Optimization exercise on an open flow, not production practice. RTL: at most simulated, not proved equivalent. Function not checked: runs 1, 2 and 4 to 8. Power: default activity.

[flow/flow/run.sh]
#!/bin/bash
# Standard layout flow; only the cell used to buffer the ports is chosen
# (sky130_fd_sc_hd__buf_1 instead of the tool's default pick).
set -o pipefail
cp standard.sh standard_sh_copy.log
cp config.mk config_orig.log
echo 'export BUFFER_PORTS_ARGS = -buffer_cell sky130_fd_sc_hd__buf_1' >> config.mk
bash standard.sh > standard_run.log 2>&1
[flow/standard.sh]
#!/bin/bash
# synth_recipe.tcl (not shown) runs the flow's synth.tcl, then flattens the netlist and writes it again
# the make line also repeats each setting of config.mk as NAME=value (left out here)
make -C /OpenROAD-flow-scripts/flow DESIGN_CONFIG=/design/flow/config.mk WORK_HOME=/design/flow/orfs CLKGATE_MAP_FILE= SYNTH_SCRIPT=/design/flow/synth_recipe.tcl "${@:-finish}"
[flow/config.mk]
export PLATFORM = sky130hd
export DESIGN_NAME = Sobel
export DESIGN_NICKNAME = Sobel
export VERILOG_FILES = /design/flow/design.v
export SDC_FILE = /design/flow/constraint.sdc
export NUM_CORES = 4
export LEC_CHECK = 0
export CAP_MARGIN = 20
export CORE_MARGIN = 2
export CORE_UTILIZATION = 55
export CTS_CLUSTER_DIAMETER = 60
export CTS_CLUSTER_SIZE = 24
export SETUP_SLACK_MARGIN = 2.5
export SLEW_MARGIN = 20
export BUFFER_PORTS_ARGS = -buffer_cell sky130_fd_sc_hd__buf_1
[flow/constraint.sdc]
create_clock -name core_clock -period 5.0 [get_ports {ap_clk}]
set_input_delay 1.0000 -clock core_clock [delete_from_list [all_inputs] [get_ports {ap_clk}]]
set_output_delay 1.0000 -clock core_clock [all_outputs]
set_load 0.01 [all_outputs]
[flow/design.v]
`timescale 1 ns / 1 ps
module Sobel (
    input         ap_clk,
    input         ap_rst,
    input         ap_start,
    output        ap_done,
    output        ap_idle,
    output        ap_ready,
    input  [31:0] p_src_mat_rows_read,
    input  [31:0] p_src_mat_cols_read,
    output [11:0] p_src_mat_data_V_address0,
    output        p_src_mat_data_V_ce0,
    input  [7:0]  p_src_mat_data_V_q0,
    output [11:0] p_dst_matx_data_V_address0,
    output        p_dst_matx_data_V_ce0,
    output        p_dst_matx_data_V_we0,
    output [7:0]  p_dst_matx_data_V_d0,
    output [11:0] p_dst_maty_data_V_address0,
    output        p_dst_maty_data_V_ce0,
    output        p_dst_maty_data_V_we0,
    output [7:0]  p_dst_maty_data_V_d0
);
localparam H  = 12;            
localparam PW = $clog2(H + 2);   
localparam LH = $clog2(H + 1) - 1;   
localparam XL = H - (1 << LH) + 1;   
localparam NS = LH + 1;
wire [12:0] R_in = p_src_mat_rows_read[12:0];
wire [6:0]  C_in = p_src_mat_cols_read[6:0];
reg          busy;             
reg          run;              
reg  [5:0]   cm1;              
reg  [6:0]   cc;               
reg  [12:0]  rem;              
reg          nfull;            
reg          nlast;            
reg  [PW-1:0] nvlen;           
reg          last;             
reg  [PW-1:0] vlen;            
reg  [PW-1:0] p;               
reg          colend;           
reg          cn;               
reg          r1;               
reg  [5:0]   cr;               
reg          lastcol;          
reg          col0, col1;       
reg          c1;               
reg          k_row, k_col, k_new;   
reg          k_ci;             
reg          flush;            
reg          ovl;              
reg          s0;               
reg          t0;               
reg  [11:0]  rd;               
reg  [11:0]  cb;               
reg          rdce;
wire accept  = !busy && ap_start;
wire st_new  = colend && (flush ? !last : (lastcol && !last && nfull));   
wire st_fl   = colend && !flush && lastcol && (last || !nfull);            
wire st_col  = colend && !flush && !lastcol;                               
wire st_end  = colend && flush && last;
wire ext     = flush && last && !r1;
wire [11:0] rd_row = rd + {5'd0, cc};
wire [11:0] rd_col = cb + 1'b1;
wire [11:0] rd_str = rd + ~{5'd0, cm1, 1'b1} + k_ci;
wire [11:0] rd_n   = ({12{k_row}} & rd_row) | ({12{k_col}} & rd_col) | ({12{k_new}} & rd_str);
wire         n_run    = run && !st_end;
wire         n_flush  = st_fl ? 1'b1 : st_new ? 1'b0 : flush;
wire         n_last   = st_new ? nlast : last;
wire [PW-1:0] n_p     = colend ? {PW{1'b0}} : p + 1'b1;
wire         n_colend = !colend && (p == vlen);
wire         n_cn     = !colend && !cn && (p == vlen);
wire         n_kcol   = n_colend && !flush && (!lastcol || last || !nfull);
wire         n_knew   = n_colend && (flush ? !last : (lastcol && !last && nfull));
always @(posedge ap_clk) begin
    if (ap_rst) begin
        busy <= 1'b0;
        run  <= 1'b0;
        rdce <= 1'b0;
        k_row <= 1'b0;
        k_col <= 1'b0;
        k_new <= 1'b0;
    end else if (accept) begin
        busy <= 1'b1;
        run  <= 1'b1;
        rdce <= 1'b1;
        k_row <= 1'b1;
        k_col <= 1'b0;
        k_new <= 1'b0;
    end else begin
        k_row <= n_run && !(ext ? cn : n_colend);
        k_col <= n_run && n_kcol;
        k_new <= n_run && n_knew;
        if (ap_done) busy <= 1'b0;
        run  <= n_run;
        rdce <= n_run && !n_flush && !(r1 && n_colend);
    end
end
always @(posedge ap_clk) begin
    nfull <= (rem >= 2*H + 2);
    nlast <= (rem <= 2*H + 2);
    nvlen <= (rem <= 2*H + 2) ? rem[PW-1:0] - (H + 2) : H;
    if (accept) begin
        cm1    <= C_in[5:0] - 1'b1;
        rem    <= R_in;
        last   <= (R_in <= H + 2);
        vlen   <= (R_in <= H + 2) ? ((R_in == 13'd1) ? {PW{1'b0}} : R_in[PW-1:0] - 2'd2) : H;
        r1     <= (R_in == 13'd1);
        cn     <= 1'b0;
        p      <= 0;
        colend <= 1'b0;
        flush  <= 1'b0;
        ovl    <= 1'b0;
        s0     <= 1'b1;
        t0     <= 1'b1;
        cb     <= 12'd0;
        cc     <= C_in;
        cr     <= C_in[5:0] - 1'b1;
        lastcol <= (C_in[5:0] == 6'd1);
        c1     <= (C_in[5:0] == 6'd1);
        col0   <= 1'b1;
        col1   <= 1'b0;
        k_ci   <= 1'b1;
    end else begin
        k_ci   <= !(n_knew && flush);
        p      <= n_p;
        colend <= ext ? cn : n_colend;
        cn     <= n_cn;
        flush  <= n_flush;
        last   <= n_last;
        if (k_col) cb <= rd_col;
        if (k_new) cb <= rd_str;
        if (st_new) begin
            rem  <= rem - H;
            vlen <= nvlen;
            s0   <= 1'b0;
            cr   <= cm1;
            lastcol <= c1;
            col0 <= 1'b1;
            col1 <= 1'b0;
            ovl  <= !flush;
            t0   <= s0;
        end
        if (st_fl || st_col) begin
            cr   <= cr - 1'b1;
            lastcol <= (cr == 6'd1);
            col0 <= 1'b0;
            col1 <= col0;
            ovl  <= 1'b0;
            t0   <= s0;
        end
    end
end
always @(posedge ap_clk) rd <= rd_n;
assign p_src_mat_data_V_address0 = rd;
assign p_src_mat_data_V_ce0      = rdce;
wire m_bot    = last && !r1 && ((p == 0 && !col0 && !col1) || (flush && colend));
wire m_valid  = run && (((!col0 || ovl) && ((p >= 2) || (p == 1 && t0))) || m_bot);
wire m_top    = t0 && (p == 1);
wire m_left   = ovl ? c1 : col1;
wire m_last   = run && st_end;
wire m_fcol   = t0 ? (p == 1) : (p == 2);
wire m_fstrip = m_left && !t0;
wire m_first  = m_left && t0 && (p == 1);    
reg m1_bot, m2_bot, m3_bot;
reg m1_valid, m1_top, m1_left, m1_right, m1_last, m1_fcol, m1_fstrip, m1_first;
reg m2_valid, m2_right, m2_last, m2_fcol, m2_fstrip, m2_first;
reg m3_valid, m3_right, m3_last;
reg w_row, w_col, w_str, w_hold, w_keep;
reg ce_d1;
always @(posedge ap_clk) begin
    if (ap_rst) begin
        m1_valid <= 1'b0; m1_last <= 1'b0;
        m2_valid <= 1'b0; m2_last <= 1'b0;
        m3_valid <= 1'b0; m3_last <= 1'b0;
        ce_d1 <= 1'b0;
    end else begin
        m1_valid <= m_valid;  m1_last <= m_last;
        m2_valid <= m1_valid; m2_last <= m1_last;
        m3_valid <= m2_valid; m3_last <= m2_last;
        ce_d1 <= rdce;
    end
end
always @(posedge ap_clk) begin
    m1_bot <= m_bot; m2_bot <= m1_bot;
    m1_top <= m_top; m1_left <= m_left; m1_right <= ovl; m1_fcol <= m_fcol; m1_fstrip <= m_fstrip; m1_first <= m_first;
    m2_right <= m1_right; m2_fcol <= m1_fcol; m2_fstrip <= m1_fstrip; m2_first <= m1_first;
    m3_right <= m2_right; m3_bot <= m2_bot;
    w_row  <= m2_valid && !m2_fcol;
    w_col  <= m2_valid && m2_fcol && !m2_fstrip && !m2_first;
    w_str  <= m2_valid && m2_fcol && m2_fstrip;
    w_hold <= !m2_valid;
    w_keep <= !(m2_valid && m2_fcol);
end
reg  [NS-1:0] sen;
always @(posedge ap_clk) begin
    if (vlen >= (1 << LH)) sen <= {1'b1, vlen[LH-1:0] - XL[LH-1:0]};
    else                   sen <= {1'b0, vlen[LH-1:0]};
end
reg [7:0] e0, e1, e2, f0, f1, f2, g0, g1, g2;
reg [7:0] e0m, g0m;
reg [8*H-1:0] va, vb;
wire [7:0] ca [0:NS];
wire [7:0] cv [0:NS];
assign ca[0] = e1;
assign cv[0] = f1;
genvar gi, gj;
generate
    for (gi = 0; gi < NS; gi = gi + 1) begin : seg
        localparam integer LEN  = (gi < LH) ? (1 << gi) : XL;
        localparam integer BASE = (gi < LH) ? ((1 << gi) - 1) : ((1 << LH) - 1);
        always @(posedge ap_clk) begin
            va[8*BASE +: 8] <= ca[gi];
            vb[8*BASE +: 8] <= cv[gi];
        end
        for (gj = 1; gj < LEN; gj = gj + 1) begin : st
            always @(posedge ap_clk) begin
                va[8*(BASE+gj) +: 8] <= va[8*(BASE+gj-1) +: 8];
                vb[8*(BASE+gj) +: 8] <= vb[8*(BASE+gj-1) +: 8];
            end
        end
        assign ca[gi+1] = sen[gi] ? va[8*(BASE+LEN-1) +: 8] : ca[gi];
        assign cv[gi+1] = sen[gi] ? vb[8*(BASE+LEN-1) +: 8] : cv[gi];
    end
endgenerate
always @(posedge ap_clk) begin
    e0 <= ce_d1 ? p_src_mat_data_V_q0 : 8'd0;
    e0m <= (ce_d1 && !m1_bot && !m1_right) ? p_src_mat_data_V_q0 : 8'd0;
    g0m <= (m1_left || m1_bot) ? 8'd0 : cv[NS];
    e1 <= e0;
    e2 <= (m1_top || m1_right) ? 8'd0 : e1;
    f0 <= ca[NS];
    f1 <= f0;
    f2 <= m1_top ? 8'd0 : f1;
    g0 <= m1_left ? 8'd0 : cv[NS];
    g1 <= g0;
    g2 <= m1_top ? 8'd0 : g1;
end
reg [9:0] sxp, sxm, syp, sym;
always @(posedge ap_clk) begin
    sxp <= {2'd0, e2} + {1'd0, e1, 1'b0} + {2'd0, e0m};
    sxm <= {2'd0, g2} + {1'd0, g1, 1'b0} + {2'd0, g0m};
    syp <= {2'd0, g0} + {1'd0, f0, 1'b0} + {2'd0, e0m};
    sym <= {2'd0, g2} + {1'd0, f2, 1'b0} + {2'd0, e2};
end
wire [10:0] gx = {1'b0, sxp} - {1'b0, sxm};
wire [10:0] gy = {1'b0, m3_bot ? 10'd0 : syp} - {1'b0, sym};
wire [7:0] cx = (gx[10] || m3_right) ? 8'd0 : (|gx[9:8]) ? 8'd255 : gx[7:0];
wire [7:0] cy = gy[10] ? 8'd0 : (|gy[9:8]) ? 8'd255 : gy[7:0];
reg [7:0]  ox, oy;
reg [11:0] oa, wcb;
reg        owe, odone;
wire [11:0] oa_row = oa + {5'd0, cc};
wire [11:0] oa_str = oa + 1'b1;
wire [11:0] oa_col = wcb + 1'b1;
wire [11:0] oa_n = ({12{w_row}} & oa_row) | ({12{w_col}} & oa_col) | ({12{w_str}} & oa_str) | ({12{w_hold}} & oa);
wire [11:0] wcb_n = ({12{w_col}} & oa_col) | ({12{w_str}} & oa_str) | ({12{w_keep}} & wcb);
always @(posedge ap_clk) begin
    ox <= cx;
    oy <= cy;
    wcb <= wcb_n;
    oa  <= oa_n;
end
always @(posedge ap_clk) begin
    if (ap_rst) begin
        owe   <= 1'b0;
        odone <= 1'b0;
    end else begin
        owe   <= m3_valid;
        odone <= m3_last;
    end
end
assign p_dst_matx_data_V_address0 = oa;
assign p_dst_matx_data_V_ce0      = owe;
assign p_dst_matx_data_V_we0      = owe;
assign p_dst_matx_data_V_d0       = ox;
assign p_dst_maty_data_V_address0 = oa;
assign p_dst_maty_data_V_ce0      = owe;
assign p_dst_maty_data_V_we0      = owe;
assign p_dst_maty_data_V_d0       = oy;
assign ap_done  = odone;
assign ap_ready = odone;
assign ap_idle  = !busy && !ap_start;
endmodule
==> results of run 1 <==
placed cells by master, fill, tap and decap left out, drive strengths merged, types with 41 or more instances in the layout:
master	Yosys	routed
nor2	109	109
a21oi	90	90
buf	22	114
clkbuf	35	41
inv	93	106
nand2	74	74
ha	95	95
xnor2	60	60
nor2b	41	41
nor3	41	41
o21ai	64	64
xor2	59	59
dfxtp	441	441
worst min-delay path by stage:
stage	startpoint	endpoint	slack [ns]	cells past startpoint
after floorplan	m2_bot	m3_bot	0.31	0
after global placement	vb[32]	vb[40]	0.31	0
after detailed placement	vb[27]	vb[35]	0.31	0
after CTS	e0[1]	e1[1]	0.33	0
after global routing	va[56]	va[64]	0.32	0
final	e0[6]	e1[6]	0.33	0
registers in the layout, indices dropped and copies added, names as in the netlist, 10 cells and up:
signal and count:
sxm 10, sxp 10, rem 13, oa 12, va 96, sym 10
vb 96, rd 12, syp 10, cb 12, wcb 12
logic make-up after synthesis:
group                    count (synthesis)
AO/OA/AOI/OAI                          278
XOR/XNOR                               119
adder cells (fa/ha/maj)                132
buffers and inverters                  154
flip-flops                             481
multiplexers                            51
AND/OR/NAND/NOR                        413
metrics by stage:
stage / worst slack (ns) / utilization (%) / hold WS [ns] / instance area [um^2] / std cells
after CTS: 2.49 / 62.1 / 0.328 / 20100 / 2181
after floorplan: 2.52 / - / 0.310 / 18000 / 1628
final: 2.48 / 63.1 / 0.327 / 20400 / 2193
after global routing: 2.38 / 63.1 / 0.323 / 20400 / 2193
after detailed placement: 2.20 / 57.6 / 0.312 / 18600 / 2105
after global placement: 2.24 / 57.6 / 0.310 / 18600 / 2105
worst register-to-register path, delay by kind of cell, from the launching register on:
family | cells | cell delay (ns)
AOI/OAI and AO/OA | 5 | 0.71
adders and majority gates | 2 | 0.50
DFF | 1 | 0.37
and+or+nand+nor | 3 | 0.86
area by class of cell:
cell class | count | area, um^2 | share of cell area [%]
antenna | 1 | 2.50 | 0.0123
clock buffer | 41 | 993 | 4.87
clock inverter | 24 | 333 | 1.63
inverter | 97 | 364 | 1.78
multi-input combinational | 993 | 7610 | 37.3
sequential | 481 | 10000 | 49.2
tap | 442 | 553 | 2.71
timing repair buffer | 114 | 522 | 2.56
per-layer routing:
metal	up-vias	global-route usage (%)	part of all wire (%)
li1	5721	-	-
met1	5262	26.4	46
met2	120	36.1	50
met3	49	2.62	2.7
met4	0	5.52	2.2
met5	-	0	0
timing repair:
action,in CTS,in global routing
gates cloned,0,0
buffers inserted,11,11
resized for setup,20,59
pin swaps,11,29
endpoints found under the setup margin,34,39
where the power goes:
| group | internal (mW) | switching, mW | leakage (nW) | total [mW] |
|---|---|---|---|---|
| clock | 1.64 | 1.52 | 0.645 | 3.16 |
| sequential | 4.34 | 0.319 | 3.98 | 4.66 |
| combinational | 1.10 | 1.19 | 4.14 | 2.29 |
==> impl_results.md, run 1 <==
* Status: no timing/DRC/antenna violations
* Slowest CP cell: or4_4
* Worst min-delay path category: reg2reg
* Levels on crit path at 10
* Starting Density at a little under three fifths
* Headroom to the max-slew limit at 39.7%
* Via count at 11152
* Routability cong. at 0.811
* Maxcap violations at 0
* Asr flop ratio synth at 0%
* Worst VDD drop at 0.372 mV
* DRT Pass-1 Iters at 4
* CP Launch Type: flip-flop
* Post-DRT Antenna Nets at 0
* Clk slew on worst S/H paths at 0.08 ns
* Drt wl/cell at about 16 um
* Initial antenna violation count at 1
* Largest cells by area after synthesis: dfxtp_1, edfxtp_1, ha_1
* First-pass GRT wire length at 55300 um
* Crit-path max cell delay at 0.54 ns
* DIE AREA at 0.0342 mm^2
* Setup CP Type: reg2reg
* CTS Root Cell: clkbuf_16
* Lkg Pwr at 8.76 nW
* Worst-path fanout max at 6
* FILL cells at 2722
* Largest net degree at the start of global routing at 52
* DR iter-0 viols at 511
* Core area at 0.0324 mm^2
* Yosys top cell area share at between 40% and 50%
* Complex-gate fraction of the synthesized area at 9.61%
* Clock sink count at ~480
* Floorplan row count at 66
* Number of enable flip-flop cells after synthesis at 40
* Fin Setup TNS at 0 ns
* Synth Area per Inst at 11.1 um^2
* Mux cell area share after synthesis at 3.11%
* P per Cell Area at 495 mW/mm^2
* Cells after Synth at 1628
* I/O pin count at 135
* Leading area contributor after synthesis: dfxtp_1
* CTS tree: built
* Die Y at 185 um
* Register area share after synthesis at a little under three fifths
* Slew Limit Fails at 0
* Final Hold Fails at 0
* Layout cells sized above 1 at 11.0%
* Worst-margin pin slew at 0.902 ns
* H-tree levels at 2
* CP Cell Sequence: nand2b_4 -> ha_4 -> fa_2 -> nand2b_4 -> a21oi_4 -> o21a_1 -> o21a_2 -> o32ai_2 -> or4_4 -> o31ai_2
* Synth unique cells at 61
* Top FF cell, synth: dfxtp_1
* Crit path max-delay family: simple AND/OR/NAND/NOR gates
* Die width at between 150 and 200 um
* Post-Synth Simple-Gate Area at 11.5%
* Syn_nets at 1835
* DP HPWL at around 25000 um
* Layout Nets at around 1900
* Main combinational cell family by area after synthesis: simple AND/OR/NAND/NOR gates
* Clock buffer depth at 3
* Drt total wl at 34300 um
* Critical path endpoint: oy[4]
* Crit path buf inv count at 0
* Most used cell, CP: nand2b_4
* Critical R2R Capture: oy[4]
* Remaining Overflow, GRT at 0
* DRC at 0
* Post-Synth XOR/XNOR Area at under 10%
* Peak Freq at 396 MHz
* Setup violations, final at 0
* Unrepaired setup endpoints after global routing: yes
* Vias/cell at 5.09
* Crit. End Element: flip-flop
* Adder-cell area share of the yosys netlist at 10.7%
* Final Cycle Share at 50.5%
* CP arrival at 2.98 ns
* CTS Hold Bufs at 0
* Cell with the most instances after synthesis: dfxtp_1
* I/O Buffers at 90
* Worst path required time at 5.45 ns
* Post-synth top cells: dfxtp_1, nor2_1, ha_1, inv_1, a21oi_1
* Min Tclk post-route at about 2.5 ns
* Power Total at 10.1 mW
* Reg2reg start: m3_bot
* Worst-skew pair later-pin latency at 0.54 ns
* Worst r2r path cells at 10
* Total track usage at 20.4%
* Clk_skew at 0.0238 ns
* Synthesized area at 0.0180 mm^2
* Vias in the first global route at 10918
* Area grow syn2layout at 13.4%
* Synth warnings at 1
* Critical Path Start: m3_bot
* FF-to-FF setup slack at 2.48 ns
* Total CTS buffers at 37
* #FFs+latches synth at 481
==> inputs of run 2 (changes only) <==
--- a/flow/design.v
+++ b/flow/design.v
@@ -22,3 +22,3 @@
 );
-localparam H  = 12;            
+localparam H  = 16;            
 localparam PW = $clog2(H + 2);   
==> run 2 against run 1 <==
Compared with the run above:
- largest power group unchanged
- worst hold slack got worse by 0.0037 ns
- sequential cell count grew 68
- largest cell class unchanged
- clock power increased by 2%
- still clean
- combinational power shrank 9.6%
- fmax is 4.0% higher
- wire length up 1.6%
- sequential share of layout area up 3.4 points
==> impl_results.md, run 2 <==
* Reg2reg start: sen[0]
* Most used cell, CP: mux2_2
* Worst-skew pair later-pin latency at between 0.5 and 0.6 ns
* DRC at 0
* Remaining Overflow, GRT at 0
* Crit. End Element: flip-flop
* Worst-margin pin slew at between 0.7 and 0.8 ns
* CP arrival at 2.85 ns
* CTS Root Cell: clkbuf_16
* Leading area contributor after synthesis: dfxtp_1
* I/O pin count at 135
* Layout Nets at approximately 1900
* Most common cell after layout, fill and taps aside: dfxtp_1
* Starting Density at ~55%
* Area grow syn2layout at 10.8%
* Ant. Diodes at 0
* DR iter-0 viols at roughly 430
* Asr flop ratio synth at 0%
* Largest registers: va: 128 flops, vb: 128 flops, rem: 13 flops
* Setup violations, final at 0
* Peak Freq at roughly 410 MHz
* Synthesized area at a little under 0.02 mm^2
* Via count at between 10000 and 15000
* CP Launch Type: flip-flop
* I/O Buffers at 90
* Cell with the most instances after synthesis: dfxtp_1
* Status: no timing/DRC/antenna violations
* Total CTS buffers at 37
* Critical R2R Capture: g0[2]
* Layout cells sized above 1 at 10.7%
* Clk slew on worst S/H paths at 0.09 ns
* Maxcap violations at 0
* Vias in the first global route at 11043
* CTS Hold Bufs at 0
* Worst VDD drop at 0.435 mV
* #FFs+latches synth at 549
* Lkg Pwr at slightly above 9 nW
* Setup CP Type: reg2reg
* Top FF cell, synth: dfxtp_1
* FF-to-FF setup slack at 2.57 ns
* Final Hold Fails at 0
* H-tree levels at 2
* Yosys top cell area share at 51.9%
* Hold path start: va[44]
* Power Total at 10.5 mW
* Floorplan row count at 69
* Synth warnings at 1
* Clk_skew at approximately 0.016 ns
* Slew Limit Fails at 0
* Register area share after synthesis at 58.2%
* Min Tclk post-route at 2.43 ns
* Number of enable flip-flop cells after synthesis at 41
* Syn_nets at 1864
* DIE AREA at 0.0371 mm^2
* Unrepaired setup endpoints after global routing: yes
* Post-synth top cells: dfxtp_1, ha_1, nor2_1, inv_1
* P per Cell Area at 486 mW/mm^2
* Clock sink count at roughly 550
* Synth unique cells at 68
* Core area at 0.0353 mm^2
* Largest net degree at the start of global routing at 34
* CTS tree: built
* Vias/cell at 5.10
* Total track usage at around a fifth
* Fin Setup TNS at 0 ns
* Drt total wl at 34800 um
* First-pass GRT wire length at ~56000 um
* Worst r2r path cells at 7
* Largest cells by area after synthesis: dfxtp_1, edfxtp_1, ha_1
* Drt wl/cell at 15.6 um
* Clock buffer depth at 3
* Crit-path max cell delay at 0.51 ns
* Routability cong. at 0.831
* Worst Hold Endpoint: va[52]
* Die Y at around 190 um
* Die width at 193 um
* Final Cycle Share at 48.5%
* Cells after Synth at between 1500 and 2000
* Worst min-delay path category: reg2reg
* Most frequent cells in the layout: dfxtp_1, ha_1, nor2_1
* Worst path required time at 5.42 ns
* Synth Area per Inst at 11.8 um^2
* Slowest CP cell: dfxtp_4
* DP HPWL at roughly 25000 um
* Initial antenna violation count at 0
* CP Cell Sequence: buf_4 -> mux2_4 -> mux2_2 -> mux2_2 -> mux2_2 -> mux2i_1 -> nor2_1
* Worst-path fanout max at 12
* Headroom to the max-slew limit at about half
* DRT Pass-1 Iters at 4
* Hold Path Depth at 0
* Post-DRT Antenna Nets at 0
run 2: worst max path at each step:
stage	start	endpoint	slack, ns	depth (start not counted)
global placement	sen[0]	g0m[2]	2.12	7
finish	sen[0]	g0[2]	2.57	7
global route	rd[0]	rd[10]	2.43	8
floorplan	m3_bot	oy[2]	2.52	7
CTS	e2[1]	sxp[9]	2.50	8
detailed placement	sen[0]	g0[2]	2.12	7
run 2: area by class of cell:
class                   count  area, um^2
well taps                 461         577
inverters                  83         312
fillers                  2930       13600
repair buffers            101         420
flip-flops and latches    549       11400
multi-input cells         969        7690
clock inverters            25         307
clock buffers              40         980
run 2: report_power, final:
| part | internal, mW | switching [mW] |
|---|---|---|
| Combinational | 0.944 | 1.13 |
| Sequential | 4.94 | 0.326 |
| Clock | 1.58 | 1.63 |
run 2: layer usage:
layer	track usage, %	up-vias	share of wire, %
li1	-	5833	-
met1	25.9	5351	47
met2	33.0	133	48
met3	2.69	48	3.0
met4	4.61	0	1.8
met5	0	-	0
run 2: per-stage QoR:
stage / util (%) / std cells / instance area, um^2 / setup WS [ns] / hold slack, ns
2_1_floorplan: - / 1658 / 19600 / 2.52 / 0.310
3_3_place_gp: 57.4 / 2158 / 20300 / 2.12 / 0.310
3_5_place_dp: 57.4 / 2158 / 20300 / 2.12 / 0.312
4_1_cts: 61.1 / 2224 / 21600 / 2.50 / 0.323
5_1_grt: 61.5 / 2228 / 21700 / 2.43 / 0.327
6_report: 61.5 / 2228 / 21700 / 2.57 / 0.323
run 2: timing repair:
| action | CTS | global route |
|---|---|---|
| pin swaps | 0 | 8 |
| cloned | 0 | 0 |
| endpoints found under the setup margin | 38 | 35 |
| gates resized for setup | 11 | 27 |
| buffers inserted | 1 | 4 |
run 2: cells by family after synthesis:
logic type      after synthesis  share of synthesized area, %
xor+xnor                    127                          5.68
flops                       549                          58.2
simple gates                359                          9.20
compound gates              266                          8.86
fa+ha+maj                   131                          9.78
buf+inv                     140                          3.12
mux                          86                          5.17
run 2: worst max-delay path: cells and delay by family, from the launching register on:
family,cells,cell delay [ns]
simple gates,1,0.09
mux,5,1.46
buf+inv,1,0.22
flops,1,0.51
==> inputs of run 3 (changes only) <==
--- a/flow/design.v
+++ b/flow/design.v
@@ -23,4 +23,4 @@
 localparam H  = 16;            
-localparam PW = $clog2(H + 2);   
-localparam LH = $clog2(H + 1) - 1;   
+localparam PW = (H <= 14) ? 4 : (H <= 30) ? 5 : 6;   
+localparam LH = (H < 16) ? 3 : (H < 32) ? 4 : 5;   
 localparam XL = H - (1 << LH) + 1;   
==> run 3 against run 2 <==
Compared with the run above:
- critical path depth stayed put
- die area unchanged
- area after synthesis is the same
- highest routed layer unchanged
==> impl_results.md, run 3 <==
* Status: no timing/DRC/antenna violations
* Internal Pwr Total at approximately 7.5 mW
* Clock buffer depth at 3
* Setup violations, final at 0
* Final core occ at 61.5%
* Maxcap violations at 0
* Synth unique cells at between 60 and 70
* First-pass GRT wire length at ~56000 um
* Clock sink count at approximately 550
* #FFs+latches synth at 549
* Vias in the first global route at between 10000 and 15000
* Largest net degree at the start of global routing at 34
* Setup CP Type: reg2reg
* CP arrival at 2.85 ns
* Syn_nets at 1864
* Switching power at 3.08 mW
* Yosys top cell area share at ~52%
* Worst path required time at 5.42 ns
* Combinational Power Share at 19.6%
* DRC at 0
* Worst Hold Endpoint: va[52]
* Seq pwr share at 49.9%
* Total track usage at approximately a fifth
* Largest cells by area after synthesis: dfxtp_1, edfxtp_1, ha_1
* Worst-skew pair later-pin latency at 0.55 ns
* Die width at just under 200 um
* Floorplan row count at 69
* Remaining Overflow, GRT at 0
* Final Cycle Share at 48.5%
* Largest registers: va: 128 flops, vb: 128 flops, rem: 13 flops
* DRT Pass-1 Iters at 4
* DR iter-0 viols at around 430
* CTS Root Cell: clkbuf_16
* FF-to-FF setup slack at 2.57 ns
* Post-synth top cells: dfxtp_1, ha_1, nor2_1, inv_1
* Headroom to the max-slew limit at 48.3%
* Asr flop ratio synth at 0%
* Number of enable flip-flop cells after synthesis at 41
* Synth warnings at 1
* Min Tclk post-route at roughly 2.4 ns
* Starting Density at 55.5%
* Clk slew on worst S/H paths at 0.09 ns
* I/O Buffers at 90
* Total CTS buffers at 37
* Lkg Pwr at 9.25 nW
* Slew Limit Fails at 0
* Switching Share at 29.3%
* Area grow syn2layout at 10.8%
* Most common cell after layout, fill and taps aside: dfxtp_1
* Worst min-delay path category: reg2reg
* Synthesized area at 0.0196 mm^2
* Fin Setup TNS at 0 ns
* Core area at 0.0353 mm^2
* Drt total wl at 34800 um
* Worst hold margin at 0.323 ns
* DIE AREA at 0.0371 mm^2
* Top FF cell, synth: dfxtp_1
* Clock network power share at 30.5%
* Final Hold Fails at 0
* Hold Path Depth at 0
* Worst VDD drop at 0.435 mV
* Power Total at 10.5 mW
* Peak Freq at between 400 and 500 MHz
* Most frequent cells in the layout: dfxtp_1, ha_1, nor2_1
* Vias/cell at 5.10
* Initial antenna violation count at 0
* Layout Nets at ~2000
* I/O pin count at around 140
* Clk_skew at 0.0164 ns
* H-tree levels at 2
* Leading area contributor after synthesis: dfxtp_1
* DP HPWL at approximately 25000 um
* Reg2reg start: sen[0]
* Ant. Diodes at 0
* Critical Path Start: sen[0]
* Synth Area per Inst at 11.8 um^2
* Die Y at between 150 and 200 um
* CTS tree: built
* Worst-path fanout max at 12
* Via count at 11365
* Cells after Synth at about 1700
* Worst r2r path cells at 7
* Unrepaired setup endpoints after global routing: yes
* Hold path start: va[44]
* CP Launch Type: flip-flop
* Critical R2R Capture: g0[2]
* Routability cong. at 0.831
* Layout cells sized above 1 at 10.7%
* Cell with the most instances after synthesis: dfxtp_1
* Crit. End Element: flip-flop
* P per Cell Area at 486 mW/mm^2
* Worst-margin pin slew at 0.775 ns
* Drt wl/cell at 15.6 um
* CTS Hold Bufs at 0
* Register area share after synthesis at 58.2%
* Post-DRT Antenna Nets at 0
[run 3: cell counts in the layout (fill, tap and decap cells not counted)]
No cell type changed its count.
[run 3: metrics by stage]
step,area (um^2),setup WS (ns),cells
floorplan,19600,2.52,1658
global placement,20300,2.12,2158
detailed placement,20300,2.12,2158
CTS,21600,2.50,2224
global route,21700,2.43,2228
finish,21700,2.57,2228
[run 3: worst max-delay path: stages, from the launching register on]
cell and delay, ns:
dfxtp_4 0.51, buf_4 0.22, mux2_4 0.31, mux2_2 0.27, mux2_2 0.27, mux2_2 0.27, mux2i_1 0.34, nor2_1 0.09
[run 3: kinds of logic after synthesis]
logic type / after synthesis / synth area share, %
DFF: 549 / 58.2
and+or+nand+nor: 359 / 9.20
AOI/OAI and AO/OA: 266 / 8.86
buffers and inverters: 140 / 3.12
adders and majority gates: 131 / 9.78
xor gates and xnor gates: 127 / 5.68
muxes: 86 / 5.17
[run 3: timing repair]
item,4_1_cts,5_1_grt
pin swaps,0,8
setup endpoints to repair,38,35
cloned,0,0
resized for setup,11,27
buffers inserted,1,4
[run 3: layer usage]
layer	global-route usage [%]	part of all wire (%)	vias up
met5	0	0	-
li1	-	-	5833
met2	33.0	48	133
met4	4.61	1.8	0
met3	2.69	3.0	48
met1	25.9	47	5351
[run 3: worst max-delay path by stage]
stage / endpoint / slack, ns / cells after the start
2_1_floorplan: oy[2] / 2.52 / 7
3_3_place_gp: g0m[2] / 2.12 / 7
3_5_place_dp: g0[2] / 2.12 / 7
4_1_cts: sxp[9] / 2.50 / 8
5_1_grt: rd[10] / 2.43 / 8
6_report: g0[2] / 2.57 / 7
[run 3: area by class of cell]
class                   count  area, um^2
clock buffers              40         980
clock inverters            25         307
fillers                  2930       13600
inverters                  83         312
multi-input cells         969        7690
flip-flops and latches    549       11400
well taps                 461         577
repair buffers            101         420
[run 3: power groups by stage]
stage               logic [mW]  registers, mW  clock network, mW
floorplan                 1.56           5.29                  0
global route              2.35           5.34               3.46
detailed placement        1.98           5.38                  0
CTS                       2.03           5.28               3.31
finish                    2.07           5.26               3.21
global placement          1.96           5.37                  0
Testbench counts of run 3, summed over its fixed seeds: cycles 82,208.
==> inputs of run 4 (changes only) <==
--- a/flow/design.v
+++ b/flow/design.v
@@ -246,5 +246,5 @@
 wire [10:0] gx = {1'b0, sxp} - {1'b0, sxm};
-wire [10:0] gy = {1'b0, m3_bot ? 10'd0 : syp} - {1'b0, sym};
+wire [10:0] gy = {1'b0, syp} - {1'b0, sym};
 wire [7:0] cx = (gx[10] || m3_right) ? 8'd0 : (|gx[9:8]) ? 8'd255 : gx[7:0];
-wire [7:0] cy = gy[10] ? 8'd0 : (|gy[9:8]) ? 8'd255 : gy[7:0];
+wire [7:0] cy = (gy[10] || m3_bot) ? 8'd0 : (|gy[9:8]) ? 8'd255 : gy[7:0];
 reg [7:0]  ox, oy;
==> run 4 against run 3 <==
Compared with the run above:
- still clean
- clock power up 5%
- critical path type unchanged
- via count up 2.4%
- critical path depth unchanged
- highest routed layer is now met5
- sequential power down 4%
- worst hold slack worse by 0.0023 ns
- sequential cell count unchanged
- sequential share of layout area is 0.14 points lower
- cell count increased by 0.81%
==> impl_results.md, run 4 <==
* CP Launch Type: flip-flop
* Worst-margin pin slew at 1.11 ns
* Slew Limit Fails at 0
* Status: no timing/DRC/antenna violations
* Starting Density at 55.5%
* Register area share after synthesis at 58.1%
* Headroom to the max-slew limit at 26.1%
* DRC at 0
* Asr flop ratio synth at 0%
* Worst r2r path cells at 7
* Final Cycle Share at between 40% and 50%
* Initial antenna violation count at 1
* Die width at roughly 190 um
* Routability cong. at just over 0.8
* Synth unique cells at 60
* Top FF cell, synth: dfxtp_1
* Worst path required time at roughly 5.5 ns
* Vias/cell at 5.18
* DIE AREA at between 0.03 and 0.04 mm^2
* P per Cell Area at 458 mW/mm^2
* CTS tree: built
* Maxcap violations at 0
* Post-DRT Antenna Nets at 0
* Yosys top cell area share at 51.8%
* Setup CP Type: reg2reg
* Largest net degree at the start of global routing at 32
* Peak Freq at 416 MHz
* DR iter-0 viols at 407
* Layout Nets at 1965
* Syn_nets at 1890
* Synth warnings at 1
* First-pass GRT wire length at 58200 um
* Total CTS buffers at 38
* Synthesized area at 0.0196 mm^2
* Die Y at 193 um
* #FFs+latches synth at 549
* Hold Path Depth at 0
* H-tree levels at 2
* Clock sink count at 549
* Min Tclk post-route at roughly 2.4 ns
* Floorplan row count at 69
* Unrepaired setup endpoints after global routing: yes
* Area grow syn2layout at 10.7%
* Crit. End Element: flip-flop
* Via count at 11635
* Cell with the most instances after synthesis: dfxtp_1
* Largest cells by area after synthesis: dfxtp_1, edfxtp_1, ha_1
* Worst VDD drop at 0.354 mV
* I/O Buffers at 90
* Setup violations, final at 0
* CP arrival at 2.87 ns
* Cells after Synth at 1684
* Worst-path fanout max at 2
* Final worst setup slack at between 2 and 3 ns
* Lkg Pwr at between 9 and 10 nW
* Most frequent cells in the layout: dfxtp_1, nor2_1, nand2_1
* Clock buffer depth at 3
* Core area at 0.0354 mm^2
* Clk_skew at 0.0145 ns
* DRT Pass-1 Iters at 5
* Drt total wl at between 30000 and 40000 um
* I/O pin count at 135
* Worst-skew pair later-pin latency at 0.55 ns
* Drt wl/cell at 16.4 um
* Post-synth top cells: dfxtp_1, nor2_1, ha_1, nand2_1, inv_1
* Largest registers: va: 128 flops, vb: 128 flops, rem: 13 flops
* Ant. Diodes at 0
* Final Hold Fails at 0
* Layout cells sized above 1 at 9.75%
* Remaining Overflow, GRT at 0
* Synth Area per Inst at roughly 12 um^2
* Worst hold margin at approximately 0.32 ns
* Leading area contributor after synthesis: dfxtp_1
* CTS Root Cell: clkbuf_16
* Worst slack at placement at 2.20 ns
* Setup Fix Bufs, Post-CTS at 0
* DP HPWL at 26400 um
* Power Total at 9.97 mW
* FF-to-FF setup slack at 2.60 ns
* Vias in the first global route at 11199
* Fin Setup TNS at 0 ns
* Clk slew on worst S/H paths at ~0.09 ns
* Worst min-delay path category: reg2reg
* Total track usage at 20.0%
* Most common cell after layout, fill and taps aside: dfxtp_1
* Number of enable flip-flop cells after synthesis at 41
[run 4: cell count changes after synthesis, sizes merged, moves of 6 or more]
| cell | delta |
|---|---|
| nand2 | +25 |
| nor2b | -19 |
| a211oi | +18 |
| nor2 | +12 |
| a21oi | -11 |
| o22ai | -11 |
| xor2 | -10 |
| o21a | +9 |
| a31oi | +6 |
[run 4: metrics by stage]
stage	cells	util, %	instance area, um^2
floorplan	1684	-	19600
global placement	2180	57.3	20300
detailed placement	2180	57.3	20300
CTS	2246	61.2	21600
global route	2246	61.4	21700
finish	2246	61.4	21700
[run 4: cells by family (layout without fill, tap and decap cells)]
group	count (synthesis)	after routing	synth area share [%]
AOI/OAI and AO/OA	272	272	9.09
muxes	85	85	5.10
and+or+nand+nor	383	383	9.43
adders and majority gates	131	131	9.76
buffers and inverters	143	244	3.16
DFF	549	549	58.1
xor gates and xnor gates	121	121	5.40
[run 4: layer usage]
metal	global-route usage [%]	wire length, um	vias to the layer above
met2	33.8	17700	195
met3	3.22	1230	63
met5	0	16	-
met1	26.3	16900	5494
met4	6.88	1040	2
li1	-	-	5881
[run 4: repair_timing]
action / 4_1_cts / 5_1_grt
gates resized for setup: 4 / 25
pin swaps: 0 / 3
setup endpoints to repair: 10 / 32
hold buffers: 0 / 0
[run 4: cell type report]
| type | instances | area, um^2 |
|---|---|---|
| clock buffers | 43 | 1030 |
| clock inverters | 23 | 332 |
| fillers | 2909 | 13700 |
| inverters | 84 | 315 |
| multi-input cells | 992 | 7710 |
| flip-flops and latches | 549 | 11400 |
| well taps | 461 | 577 |
| repair buffers | 94 | 368 |
[run 4: final timing paths]
kind,startpoint,endpoint
setup / recovery,e0m[2],syp[8]
setup reg to reg,e0m[2],syp[8]
hold reg to reg,vb[75],vb[83]
hold / removal,vb[75],vb[83]
[run 4: worst max-delay path, cell delays in order (launching register included)]
cell and delay, ns:
dfxtp_1 0.42, fa_1 0.46, ha_1 0.30, a21o_1 0.17
a21oi_1 0.26, o21ai_0 0.23, o41ai_2 0.31, xnor2_1 0.18
[run 4: power breakdown]
part / internal [mW] / switching, mW
logic: 0.687 / 0.845
clock network: 1.70 / 1.66
registers: 4.84 / 0.231
==> inputs of run 5 (changes only) <==
--- a/flow/design.v
+++ b/flow/design.v
@@ -22,7 +22,5 @@
 );
-localparam H  = 16;            
-localparam PW = (H <= 14) ? 4 : (H <= 30) ? 5 : 6;   
-localparam LH = (H < 16) ? 3 : (H < 32) ? 4 : 5;   
-localparam XL = H - (1 << LH) + 1;   
-localparam NS = LH + 1;
+localparam NS = 4;             
+localparam H  = 1 << NS;       
+localparam PW = NS + 1;        
 wire [12:0] R_in = p_src_mat_rows_read[12:0];
@@ -43,2 +41,3 @@
 reg          r1;               
+reg          bub;              
 reg  [5:0]   cr;               
@@ -61,3 +60,3 @@
 wire st_end  = colend && flush && last;
-wire ext     = flush && last && !r1;
+wire ext     = flush && last && !bub;
 wire [11:0] rd_row = rd + {5'd0, cc};
@@ -95,3 +94,3 @@
         run  <= n_run;
-        rdce <= n_run && !n_flush && !(r1 && n_colend);
+        rdce <= n_run && !n_flush && !(bub && (n_p[1] || (r1 && n_p[0])));
     end
@@ -106,4 +105,5 @@
         last   <= (R_in <= H + 2);
-        vlen   <= (R_in <= H + 2) ? ((R_in == 13'd1) ? {PW{1'b0}} : R_in[PW-1:0] - 2'd2) : H;
+        vlen   <= (R_in <= H + 2) ? ((R_in <= 13'd2) ? 1'b1 : R_in[PW-1:0] - 2'd2) : H;
         r1     <= (R_in == 13'd1);
+        bub    <= (R_in <= 13'd2);
         cn     <= 1'b0;
@@ -156,4 +156,4 @@
 assign p_src_mat_data_V_ce0      = rdce;
-wire m_bot    = last && !r1 && ((p == 0 && !col0 && !col1) || (flush && colend));
-wire m_valid  = run && (((!col0 || ovl) && ((p >= 2) || (p == 1 && t0))) || m_bot);
+wire m_bot    = last && !bub && ((p == 0 && !col0 && !col1) || (flush && colend));
+wire m_valid  = run && (((!col0 || ovl) && ((p >= 2) || (p == 1 && t0)) && !(r1 && p[1])) || m_bot);
 wire m_top    = t0 && (p == 1);
@@ -195,6 +195,4 @@
 reg  [NS-1:0] sen;
-always @(posedge ap_clk) begin
-    if (vlen >= (1 << LH)) sen <= {1'b1, vlen[LH-1:0] - XL[LH-1:0]};
-    else                   sen <= {1'b0, vlen[LH-1:0]};
-end
+wire [PW-1:0] vlen1 = vlen - 1'b1;
+always @(posedge ap_clk) sen <= vlen1[NS-1:0];
 reg [7:0] e0, e1, e2, f0, f1, f2, g0, g1, g2;
@@ -204,4 +202,4 @@
 wire [7:0] cv [0:NS];
-assign ca[0] = e1;
-assign cv[0] = f1;
+assign ca[0] = va[7:0];
+assign cv[0] = vb[7:0];
 genvar gi, gj;
@@ -209,4 +207,4 @@
     for (gi = 0; gi < NS; gi = gi + 1) begin : seg
-        localparam integer LEN  = (gi < LH) ? (1 << gi) : XL;
-        localparam integer BASE = (gi < LH) ? ((1 << gi) - 1) : ((1 << LH) - 1);
+        localparam integer LEN  = 1 << gi;
+        localparam integer BASE = 1 << gi;
         always @(posedge ap_clk) begin
@@ -225,2 +223,6 @@
 endgenerate
+always @(posedge ap_clk) begin
+    va[7:0] <= e1;
+    vb[7:0] <= f1;
+end
 always @(posedge ap_clk) begin
==> run 5 against run 4 <==
Compared with the run above:
- critical endpoint is now oy[0]
- area after synthesis shrank 0.51%
- largest power group unchanged
- wire length is 4.3% lower
- sequential share of layout area up 0.59 points
- clock-buffer cell count is 1 lower
- synthesized cell count decreased by 1.2%
- still clean on timing, DRC and antenna
- design area is 1.0% lower
- highest routed layer unchanged
- sequential cell count stayed put
==> impl_results.md, run 5 <==
* Switching Share at 28.0%
* P per Cell Area at 458 mW/mm^2
* Area grow syn2layout at 10.1%
* Largest cells by area after synthesis: dfxtp_1, edfxtp_1, ha_1
* Maxcap violations at 0
* Worst-margin pin slew at 1.08 ns
* Clk_skew at 0.0263 ns
* Layout Nets at 1954
* Routability cong. at 0.837
* DRT Pass-1 Iters at 5
* Seq pwr share at 51.1%
* Multi-input logic area at between 0.007 and 0.008 mm^2
* CTS tree: built
* Starting Density at 55.3%
* Top FF cell, synth: dfxtp_1
* Peak Freq at 417 MHz
* Largest net degree at the start of global routing at 62
* Clock buffer depth at 3
* Post-DRT Antenna Nets at 0
* Post-synth top cells: dfxtp_1, nor2_1, nand2_1, ha_1, inv_1
* Die width at roughly 190 um
* CP arrival at 2.85 ns
* Largest registers: va: 128 flops, vb: 128 flops, rem: 13 flops
* CTS Hold Bufs at 0
* Total CTS buffers at 38
* Detailed-routing wirelength on met1 at 16600 um
* Combinational Power Share at between 15 and 20%
* First-pass GRT wire length at around 57000 um
* DIE AREA at 0.0370 mm^2
* Status: no timing/DRC/antenna violations
* Power Total at 9.86 mW
* Final Hold Fails at 0
* Synth unique cells at 65
* Remaining Overflow, GRT at 0
* Worst-skew pair later-pin latency at 0.56 ns
* Setup CP Type: reg2reg
* FF/Latch Area at 0.0114 mm^2
* Clk slew on worst S/H paths at 0.09 ns
* Uppermost routed layer: met5
* DRC at 0
* Min Tclk post-route at 2.40 ns
* Vias in the first global route at 11051
* Clock network power share at roughly a third
* Met2 WL at 16600 um
* Cells after Synth at 1663
* Clock sink count at roughly 550
* Synthesized area at ~0.020 mm^2
* FILL cells at 2906
* Yosys top cell area share at between 50% and 60%
* Unrepaired setup endpoints after global routing: yes
* Layout cells sized above 1 at 8.92%
* Synth Area per Inst at 11.7 um^2
* Syn_nets at between 1500 and 2000
* Worst min-delay path category: reg2reg
* Worst-path fanout max at 3
* Most frequent cells in the layout: dfxtp_1, nor2_1, nand2_1
* Number of enable flip-flop cells after synthesis at 42
* Synth warnings at 1
* Floorplan row count at 69
* Worst path required time at ~5.5 ns
* Headroom to the max-slew limit at 27.7%
* DP HPWL at 25200 um
* Cell with the most instances after synthesis: dfxtp_1
* Register area share after synthesis at 58.4%
* Vias/cell at 5.10
* DR iter-0 viols at between 500 and 600
* Asr flop ratio synth at 0%
* Switching power at between 2 and 3 mW
* CP Launch Type: flip-flop
* #FFs+latches synth at 549
* DR WL met3 at 1230 um
* Most common cell after layout, fill and taps aside: dfxtp_1
* Total track usage at 19.6%
* Via count at approximately 11000
* FF-to-FF setup slack at approximately 2.6 ns
* Drt wl/cell at 15.8 um
* Drt total wl at 35300 um
* Initial antenna violation count at 2
* Slew Limit Fails at 0
* Setup violations, final at 0
* Core area at around 0.035 mm^2
* I/O pin count at 135
* Lkg Pwr at ~9.0 nW
* Final Cycle Share at 47.9%
* Internal Pwr Total at 7.10 mW
* Crit. End Element: flip-flop
* Worst VDD drop at 0.359 mV
* CTS Root Cell: clkbuf_16
* Die Y at between 150 and 200 um
* H-tree levels at 2
* I/O Buffers at 90
* Fin Setup TNS at 0 ns
* Leading area contributor after synthesis: dfxtp_1
run 5: changes by cell type in the layout (fill, tap and decap cells not counted), moves of 4 or more:
cell / delta
nor3_1: +9
inv_8: -4
nand2_1: +4
a21oi_1: +7
a211oi_1: -9
o21ai_0: -6
o21ai_1: +6
nand3_1: -7
mux2_2: -11
a21oi_2: -4
nor4b_1: +4
run 5: per-layer routing:
metal  up-vias  GRT usage [%]
met2       164           32.7
met3        62           3.44
met1      5329           26.2
li1       5832              -
met5         -              0
met4         2           5.84
run 5: worst paths after layout:
kind	startpoint	to	depth (start not counted)
setup / recovery	syp[0]	oy[0]	10
hold / removal	vb[85]	vb[93]	0
setup reg to reg	syp[0]	oy[0]	10
hold reg to reg	vb[85]	vb[93]	0
run 5: power groups by stage:
stage	Clock [mW]	Sequential [mW]	Combinational (mW)
after floorplan	0	5.10	1.22
after global placement	0	5.14	1.56
after detailed placement	0	5.15	1.57
after CTS	3.28	5.05	1.59
after global routing	3.45	5.09	1.84
final	3.19	5.04	1.62
run 5: cell type report:
class	instances	area share, %
Clock inverter	22	1.24
Tap cell	461	2.68
Clock buffer	42	4.64
Timing Repair Buffer	97	1.81
Inverter	83	1.46
Sequential cell	549	53.1
Multi-Input combinational cell	979	35.1
Antenna cell	1	0.0116
run 5: critical path, cell delays in order (launching register included):
cell and delay, ns:
dfxtp_1 0.32, inv_1 0.04, ha_2 0.19, fa_2 0.36
nand2b_4 0.15, a21o_1 0.21, and3_1 0.20, a2111oi_4 0.43
buf_4 0.19, nand3_1 0.07, and2_1 0.15
run 5: cell families (layout without fill, tap and decap cells):
logic type | after synthesis | count (layout) | share of synthesized area [%]
compound gates | 265 | 265 | 9.07
buf+inv | 135 | 244 | 3.35
other cells | 0 | 1 | 0
fa+ha+maj | 131 | 131 | 9.81
xor+xnor | 120 | 120 | 5.38
flops | 549 | 549 | 58.4
simple gates | 392 | 392 | 9.70
mux | 71 | 71 | 4.28
run 5: per-stage QoR:
stage / cell area [um^2] / utilization [%] / setup slack [ns] / cells / hold slack [ns]
floorplan: 19500 / - / 2.59 / 1663 / 0.310
global placement: 20100 / 57.1 / 1.92 / 2167 / 0.311
detailed placement: 20100 / 57.1 / 1.80 / 2167 / 0.312
CTS: 21400 / 60.7 / 2.52 / 2231 / 0.314
global route: 21500 / 60.9 / 2.49 / 2233 / 0.324
finish: 21500 / 60.9 / 2.60 / 2234 / 0.313
run 5: timing repair:
action                                  CTS  global route
gates cloned                              0             0
gates resized for setup                   4            20
pin swaps                                 2             5
endpoints found under the setup margin   11            28
buffers inserted                          0             2
==> inputs of run 6 (changes only) <==
--- a/flow/config.mk
+++ b/flow/config.mk
@@ -10,4 +10,4 @@
 export CORE_UTILIZATION = 55
-export CTS_CLUSTER_DIAMETER = 60
-export CTS_CLUSTER_SIZE = 24
+export CTS_CLUSTER_DIAMETER = 80
+export CTS_CLUSTER_SIZE = 32
 export SETUP_SLACK_MARGIN = 2.5
==> run 6 against run 5 <==
Compared with the run above:
- first-iteration DRC count decreased by 1.9%
- global-route usage fell by 0.46 points
- sequential cell count did not move
- clock-buffer cell count down 15
- area after synthesis stayed put
- clock power shrank 28%
- synthesized cell count stayed put
- design area shrank 2.3%
- cell count is 1.2% lower
- fmax is 0.19% higher
==> impl_results.md, run 6 <==
* Most frequent cells in the layout: dfxtp_1, nor2_1, nand2_1
* #FFs+latches synth at 549
* Starting Density at 55.3%
* Worst r2r path cells at 9
* Synthesized area at 0.0195 mm^2
* Synth unique cells at 65
* Worst hold margin at 0.328 ns
* I/O Buffers at 90
* Crit. End Element: flip-flop
* Post-Synth XOR/XNOR Area at 5.38%
* Layout cells sized above 1 at 7.96%
* Via count at ~11000
* Total track usage at 19.2%
* Setup violations, final at 0
* Slew Limit Fails at 0
* Mux cell area share after synthesis at 4.28%
* Die width at 192 um
* Area grow syn2layout at 7.55%
* Drt total wl at ~35000 um
* DRC at 0
* Post-DRT Antenna Nets at 0
* Design area at approximately 0.021 mm^2
* CP Launch Type: flip-flop
* Post-Synth Simple-Gate Area at 9.70%
* Clk_skew at 0.0151 ns
* Fin Setup TNS at 0 ns
* DP Area at 0.0201 mm^2
* GR Util met3 at 2.71%
* Worst-path fanout max at 6
* Vias/cell at 5.11
* Vias in the first global route at 10863
* Cells after Synth at 1663
* Headroom to the max-slew limit at between 20% and 30%
* Core area at roughly 0.035 mm^2
* Adder-cell area share of the yosys netlist at 9.81%
* DRT Pass-1 Iters at 5
* Complex-gate fraction of the synthesized area at 9.07%
* Syn_nets at 1869
* Number of enable flip-flop cells after synthesis at 42
* Largest net degree at the start of global routing at 62
* Clock buffer depth at 3
* Largest cells by area after synthesis: dfxtp_1, edfxtp_1, ha_1
* Largest registers: va: 128 flops, vb: 128 flops, rem: 13 flops
* Worst-skew pair later-pin latency at around 0.57 ns
* Synth Area per Inst at 11.7 um^2
* Min Tclk post-route at 2.39 ns
* Busiest layer in global routing: met2
* Status: no timing/DRC/antenna violations
* Unrepaired setup endpoints after global routing: no
* Drt wl/cell at 15.8 um
* Clock sink count at 549
* DR iter-0 viols at 516
* Register area share after synthesis at 58.4%
* Worst-margin pin slew at 1.08 ns
* Asr flop ratio synth at 0%
* Routability cong. at 0.837
* Worst min-delay path category: reg2reg
* Worst VDD drop at 0.415 mV
* Met2 usage at between 30 and 40%
* Worst path required time at about 5.5 ns
* Post-synth top cells: dfxtp_1, nor2_1, nand2_1, ha_1, inv_1
* Synth warnings at 1
* Total CTS buffers at 23
* Most common cell after layout, fill and taps aside: dfxtp_1
* Floorplan row count at 69
* Main combinational cell family by area after synthesis: adder cells
* Maxcap violations at 0
* Clk slew on worst S/H paths at roughly 0.11 ns
* Final Hold Fails at 0
* Lkg Pwr at 8.79 nW
* Met1 Use GR at 26.0%
* Die Y at 192 um
* CP arrival at 2.86 ns
* CTS Root Cell: clkbuf_16
* Final Cycle Share at 47.8%
* P per Cell Area at 428 mW/mm^2
* Peak Freq at 418 MHz
* Initial antenna violation count at 2
* Layout Nets at 1941
* Setup CP Type: reg2reg
* CTS tree: built
* First-pass GRT wire length at ~56000 um
* Remaining Overflow, GRT at 0
* H-tree levels at 1
* Top FF cell, synth: dfxtp_1
* DP HPWL at 25200 um
* I/O pin count at approximately 140
* DIE AREA at 0.0370 mm^2
* Cell with the most instances after synthesis: dfxtp_1
* Yosys top cell area share at 52.0%
* Leading area contributor after synthesis: dfxtp_1
* Hold Path Depth at 0
-- run 6: worst paths after layout --
| check | start | slack [ns] | end |
|---|---|---|---|
| setup / recovery | sxp[0] | 2.61 | ox[7] |
| hold / removal | vb[36] | 0.33 | vb[44] |
| setup reg to reg | sxp[0] | 2.61 | ox[7] |
| hold reg to reg | vb[36] | 0.33 | vb[44] |
-- run 6: through the flow --
| step | worst slack [ns] | util (%) | instances | power [mW] |
|---|---|---|---|---|
| after floorplan | 2.59 | - | 1663 | 6.32 |
| after global placement | 1.92 | 57.1 | 2167 | 6.71 |
| after detailed placement | 1.80 | 57.1 | 2167 | 6.73 |
| after CTS | 2.50 | 59.1 | 2203 | 9.03 |
| after global routing | 2.48 | 59.5 | 2207 | 9.49 |
| final | 2.61 | 59.5 | 2208 | 8.99 |
-- run 6: routing by layer --
layer,vias to the layer above,wire length (um),part of all wire (%)
li1,5790,-,-
met1,5300,16500,47
met2,145,16500,47
met3,41,1180,3.4
met4,2,652,1.9
met5,-,16,0.046
-- run 6: report_power, final --
group,internal [mW],switching (mW)
registers,4.82,0.221
clock network,0.941,1.37
logic,0.740,0.893
total,6.50,2.49
-- run 6: timing repair --
item                                    CTS  global route
gates resized for setup                   4            27
setup buffers                             0             4
pin swaps                                 2             8
hold buffers                              0             0
endpoints found under the setup margin   12            33
-- run 6: cell families after synthesis --
| logic type | count (synthesis) |
|---|---|
| mux | 71 |
| flops | 549 |
| compound gates | 265 |
| simple gates | 392 |
| xor+xnor | 120 |
| fa+ha+maj | 131 |
| buf+inv | 135 |
-- run 6: area by class of cell --
cell class	count	area, um^2
diodes	1	2.50
clock buffers	27	621
clock inverters	9	108
fillers	2951	14300
inverters	83	314
multi-input cells	979	7560
flip-flops and latches	549	11400
well taps	461	577
repair buffers	99	405
-- run 6: critical path: stages (launching register included) --
cell	delay [ns]
dfxtp_1	0.33
inv_1	0.04
ha_1	0.21
fa_1	0.40
nand2b_1	0.18
a21o_1	0.21
and3_1	0.20
a2111oi_4	0.33
nand2_2	0.16
o21a_1	0.22
==> inputs of run 7 (changes only) <==
--- a/flow/config.mk
+++ b/flow/config.mk
@@ -9,3 +9,3 @@
 export CORE_MARGIN = 2
-export CORE_UTILIZATION = 55
+export CORE_UTILIZATION = 70
 export CTS_CLUSTER_DIAMETER = 80
==> run 7 against run 6 <==
Compared with the run above:
- still clean on timing, DRC and antenna
- wire length fell by 1.7%
- clock skew rose by 0.0092 ns
- sequential power barely moved
- non-clock buffer count fell by 2
- critical endpoint is now ap_idle
- largest cell class unchanged
- highest routed layer unchanged
==> impl_results.md, run 7 <==
* Synth Area per Inst at 11.7 um^2
* Register area share after synthesis at 58.4%
* FF-to-FF setup slack at 2.60 ns
* DIE AREA at 0.0293 mm^2
* Setup CP Type: in2out
* Syn_nets at 1869
* Drt total wl at 34300 um
* Critical path endpoint: ap_idle
* H-tree levels at 1
* Clock sink count at 549
* Uppermost routed layer: met5
* CTS Hold Bufs at 0
* Most frequent cells in the layout: dfxtp_1, nor2_1, nand2_1
* Setup violations, final at 0
* Clk_skew at 0.0243 ns
* First-pass GRT wire length at around 55000 um
* Met2 WL at 16900 um
* CTS tree: built
* Worst slack at placement at 2.27 ns
* Largest registers: va: 128 flops, vb: 128 flops, rem: 13 flops
* Remaining Overflow, GRT at 0
* Critical R2R Capture: sxp[8]
* Clock buffer depth at 3
* DRT Pass-1 Iters at 5
* Reg2reg start: e1[1]
* CP arrival at 1.41 ns
* Worst VDD drop at 0.292 mV
* Initial antenna violation count at 2
* P per Cell Area at 422 mW/mm^2
* Worst-path fanout max at 2
* Leading area contributor after synthesis: dfxtp_1
* Synth unique cells at 65
* Final Hold Fails at 0
* Drt wl/cell at 16.2 um
* Final worst setup slack at 2.59 ns
* Starting Density at 70.7%
* Post-DRT Antenna Nets at 0
* Die width at ~170 um
* Synth warnings at 1
* Status: no timing/DRC/antenna violations
* Min Tclk post-route at 2.41 ns
* Detailed-routing wirelength on met1 at around 15000 um
* Most common cell after layout, fill and taps aside: dfxtp_1
* Headroom to the max-slew limit at 26.8%
* Peak Freq at 415 MHz
* Routability cong. at 0.863
* Total CTS buffers at 21
* Cell with the most instances after synthesis: dfxtp_1
* Asr flop ratio synth at 0%
* Worst min-delay path category: reg2reg
* Unrepaired setup endpoints after global routing: no
* DRC at 0
* Area grow syn2layout at 6.13%
* Vias in the first global route at 11154
* Worst path required time at 4.00 ns
* Design area at roughly 0.021 mm^2
* Total track usage at 23.7%
* Synthesized area at 0.0195 mm^2
* Critical Path Start: ap_start
* Fin Setup TNS at 0 ns
* Worst r2r path cells at 7
* I/O Buffers at 90
* Cells after Synth at 1663
* DP Area at 0.0200 mm^2
* Worst hold margin at 0.313 ns
* Worst-margin pin slew at 1.10 ns
* Crit. End Element: primary output
* Layout Nets at between 1500 and 2000
* DR iter-0 viols at just over 700
* Clk slew on worst S/H paths at around 0.11 ns
* Largest cells by area after synthesis: dfxtp_1, edfxtp_1, ha_1
* Via count at 11434
* Largest net degree at the start of global routing at 36
* Core area at about 0.028 mm^2
* CTS Root Cell: clkbuf_16
* Layout cells sized above 1 at ~7%
* Slew Limit Fails at 0
* Top FF cell, synth: dfxtp_1
* Lkg Pwr at 8.69 nW
* CP Launch Type: input pin
* Maxcap violations at 0
* Post-synth top cells: dfxtp_1, nor2_1, nand2_1, ha_1, inv_1
* DR WL met3 at ~1300 um
* I/O pin count at 135
* #FFs+latches synth at 549
* Yosys top cell area share at 52.0%
* Floorplan row count at 61
* Vias/cell at 5.41
* Post-Layout Cell Count at 2115
* Inst Count DP at 2082
* Final Cycle Share at 48.2%
* Worst-skew pair later-pin latency at roughly 0.56 ns
* Number of enable flip-flop cells after synthesis at 42
* DP HPWL at 25000 um
* Die Y at 171 um
==> run 7: cell counts after synthesis <==
Identical to the previous run, type by type.
==> run 7: layer usage <==
metal  up-vias  global-route usage (%)
met2       217                    41.7
met1      5395                    30.3
met4         2                    6.85
met5         -                       0
li1       5763                       -
met3        57                    3.49
==> run 7: cell type report <==
type,instances,area (um^2)
clock inverters,3,37.5
diodes,1,2.50
clock buffers,25,551
multi-input cells,979,7550
flip-flops and latches,549,11400
well taps,378,473
fillers,1935,6900
inverters,83,315
repair buffers,97,390
==> run 7: report_power, final <==
group / internal [mW] / switching, mW / leakage, nW
clock network: 0.808 / 1.25 / 0.288
logic: 0.738 / 0.886 / 3.87
registers: 4.82 / 0.234 / 4.53
==> run 7: through the flow <==
| step | util [%] | total power [mW] |
|---|---|---|
| 2_1_floorplan | - | 6.32 |
| 3_3_place_gp | 72.5 | 6.66 |
| 3_5_place_dp | 72.5 | 6.72 |
| 4_1_cts | 74.6 | 8.75 |
| 5_1_grt | 75.0 | 9.18 |
| 6_report | 75.0 | 8.74 |
==> run 7: how the worst min path moves through the flow <==
stage                       from     end  slack, ns  cells after the start
after floorplan            e0[0]   e1[0]       0.31                      0
after global placement    vb[32]  vb[40]       0.31                      0
after detailed placement  va[70]  va[78]       0.31                      0
after CTS                 va[53]  va[61]       0.32                      0
after global routing      va[53]  va[61]       0.33                      0
final                     va[53]  va[61]       0.31                      0
==> run 7: repair_timing <==
item,4_1_cts,5_1_grt
pin swaps,1,8
setup endpoints to repair,33,32
resized for setup,3,23
buffers inserted,0,4
==> run 7: kinds of logic (layout without fill, tap and decap cells) <==
kind of cell / after synthesis / after routing / share of synthesized area, %
buffers and inverters: 135 / 208 / 3.35
muxes: 71 / 71 / 4.28
xor gates and xnor gates: 120 / 120 / 5.38
DFF: 549 / 549 / 58.4
other: 0 / 1 / 0
AOI/OAI and AO/OA: 265 / 265 / 9.07
and+or+nand+nor: 392 / 392 / 9.70
adders and majority gates: 131 / 131 / 9.81
==> run 7: critical path, stage by stage <==
cell and delay [ns]:
buf_1 0.08, nor2_1 0.16, buf_1 0.17
==> inputs of run 8 (changes only) <==
--- a/flow/config.mk
+++ b/flow/config.mk
@@ -9,6 +9,6 @@
 export CORE_MARGIN = 2
-export CORE_UTILIZATION = 70
+export CORE_UTILIZATION = 55
 export CTS_CLUSTER_DIAMETER = 80
 export CTS_CLUSTER_SIZE = 32
-export SETUP_SLACK_MARGIN = 2.5
+export SETUP_SLACK_MARGIN = 2.7
 export SLEW_MARGIN = 20
==> run 8 against run 7 <==
Compared with the run above:
- sequential power about the same
- design area up 3.8%
- non-clock buffer count rose by 23
- critical path depth is 7 higher
- utilization down 14 points
- clock skew fell by 0.0026 ns
- combinational power increased by 7%
- via count shrank 0.39%
- largest power group unchanged
==> impl_results.md, run 8 <==
* DR iter-0 viols at around 480
* Setup CP Type: reg2reg
* DP HPWL at about 26000 um
* Clk slew on worst S/H paths at roughly 0.11 ns
* Cells after Synth at 1663
* Largest net degree at the start of global routing at 62
* CTS tree: built
* Multi-input logic area at 0.00779 mm^2
* Status: no timing/DRC/antenna violations
* Worst path required time at 5.46 ns
* DRC at 0
* I/O Buffers at 90
* Lkg Pwr at 8.96 nW
* Routability cong. at 0.834
* Peak Freq at 423 MHz
* Clock sink count at ~550
* Drt total wl at ~36000 um
* DRT Pass-1 Iters at 4
* Met1 Use GR at 25.3%
* FILL cells at 2921
* Mux cell area share after synthesis at 4.28%
* First-pass GRT wire length at 57100 um
* DIE AREA at between 0.03 and 0.04 mm^2
* Post-DRT Antenna Nets at 0
* Cell with the most instances after synthesis: dfxtp_1
* Remaining Overflow, GRT at 0
* Main combinational cell family by area after synthesis: adder cells
* Met2 usage at roughly 35%
* Worst r2r path cells at 10
* Die width at 192 um
* Seq pwr share at between 50% and 60%
* Top FF cell, synth: dfxtp_1
* Worst VDD drop at 0.358 mV
* Synth Area per Inst at 11.7 um^2
* Total track usage at 19.4%
* Worst min-delay path category: reg2reg
* Final Hold Fails at 0
* Crit. End Element: flip-flop
* Yosys top cell area share at 52.0%
* Initial antenna violation count at 0
* Power Total at between 9 and 10 mW
* Die Y at 192 um
* Largest registers: va: 128 flops, vb: 128 flops, rem: 13 flops
* Adder-cell area share of the yosys netlist at 9.81%
* Worst-skew pair later-pin latency at 0.56 ns
* Clock network power share at roughly 26%
* Fin Setup TNS at 0 ns
* CP arrival at roughly 2.8 ns
* Slew Limit Fails at 0
* Post-Synth Simple-Gate Area at roughly a tenth
* Asr flop ratio synth at 0%
* Combinational Power Share at 18.9%
* Min Tclk post-route at 2.37 ns
* Headroom to the max-slew limit at about 28%
* Clk_skew at 0.0217 ns
* Synthesized area at 0.0195 mm^2
* Floorplan row count at 69
* Busiest layer in global routing: met2
* Clock buffer depth at 3
* FF/Latch Area at 0.0115 mm^2
* P per Cell Area at 424 mW/mm^2
* CP Launch Type: flip-flop
* Number of enable flip-flop cells after synthesis at 42
* Core area at 0.0353 mm^2
* Worst-margin pin slew at 1.07 ns
* Drt wl/cell at 16.1 um
* Unrepaired setup endpoints after global routing: yes
* Worst-path fanout max at 3
* Maxcap violations at 0
* Synth warnings at 1
* Layout Nets at between 1500 and 2000
* #FFs+latches synth at 549
* Complex-gate fraction of the synthesized area at 9.07%
* I/O pin count at around 140
* GR Util met3 at 2.25%
* Starting Density at 55.3%
* Vias/cell at 5.11
* Post-Synth XOR/XNOR Area at about 5.4%
* Layout cells sized above 1 at 13.1%
* Post-synth top cells: dfxtp_1, nor2_1, nand2_1, ha_1, inv_1
* Setup violations, final at 0
* Switching Share at approximately 28%
* Vias in the first global route at 11187
* Synth unique cells at 65
* Largest cells by area after synthesis: dfxtp_1, edfxtp_1, ha_1
* Leading area contributor after synthesis: dfxtp_1
* Register area share after synthesis at about 60%
* CTS Hold Bufs at 0
* Total CTS buffers at 24
* Via count at 11389
* Area grow syn2layout at 10.2%
* Final Cycle Share at 47.3%
* Most frequent cells in the layout: dfxtp_1, nor2_1, nand2_1
* Most common cell after layout, fill and taps aside: dfxtp_1
* Internal Pwr Total at 6.60 mW
* Switching power at 2.54 mW
* Hold Path Depth at 0
* CTS Root Cell: clkbuf_16
* H-tree levels at 1
* Syn_nets at 1869
run 8: cell counts after synthesis:
No cell type changed its count.
run 8: cell type report:
type                            instances  area share [%]
Multi-Input combinational cell        979            36.2
Sequential cell                       549            53.3
Tap cell                              461            2.68
Antenna cell                            1          0.0116
Inverter                               83            1.48
Timing Repair Buffer                  120            2.72
Clock inverter                         10           0.721
Clock buffer                           26            2.92
run 8: critical path: stages, from the launching register on:
cell	delay, ns
dfxtp_2	0.34
inv_2	0.04
ha_4	0.15
fa_2	0.39
nand2b_4	0.15
a21o_1	0.20
and3_4	0.19
a2111oi_4	0.38
buf_4	0.19
nand3_2	0.07
and2_4	0.16
run 8: layer usage:
metal | routed length (um) | vias up
met2 | 17500 | 127
li1 | - | 5837
met3 | 959 | 38
met5 | 0 | -
met1 | 16800 | 5387
met4 | 633 | 0
run 8: kinds of logic (layout without fill, tap and decap cells):
group           Yosys count  in the layout
compound gates          265            265
mux                      71             71
simple gates            392            392
flops                   549            549
buf+inv                 135            239
other cells               0              1
xor+xnor                120            120
fa+ha+maj               131            131
run 8: path summary, 6_finish.rpt:
path | slack, ns | start | end
setup reg to reg | 2.63 | sxp[0] | ox[0]
hold reg to reg | 0.33 | e0[0] | e1[0]
hold / removal | 0.33 | e0[0] | e1[0]
setup / recovery | 2.63 | sxp[0] | ox[0]
run 8: power groups by stage:
stage	clock (mW)	combinational, mW	sequential [mW]
after detailed placement	0	1.58	5.14
after global placement	0	1.57	5.13
after CTS	2.45	1.63	5.05
after floorplan	0	1.22	5.10
after global routing	2.60	1.94	5.09
final	2.37	1.73	5.04
run 8: stage by stage:
step           setup WS (ns)  instance area [um^2]  std cells  hold WS (ns)  utilization, %
3_3_place_gp            1.88                 20100       2166         0.310            57.1
5_1_grt                 2.55                 21500       2228         0.337            60.9
2_1_floorplan           2.70                 19500       1663         0.310               -
4_1_cts                 2.64                 21200       2211         0.334            59.9
3_5_place_dp            1.72                 20100       2166         0.312            57.1
6_report                2.63                 21500       2229         0.332            60.9
run 8: timing repair:
item	CTS	global route
endpoints found under the hold margin	0	0
pin swaps	24	63
setup endpoints to repair	59	62
resized for setup	63	64
buffers inserted	9	17
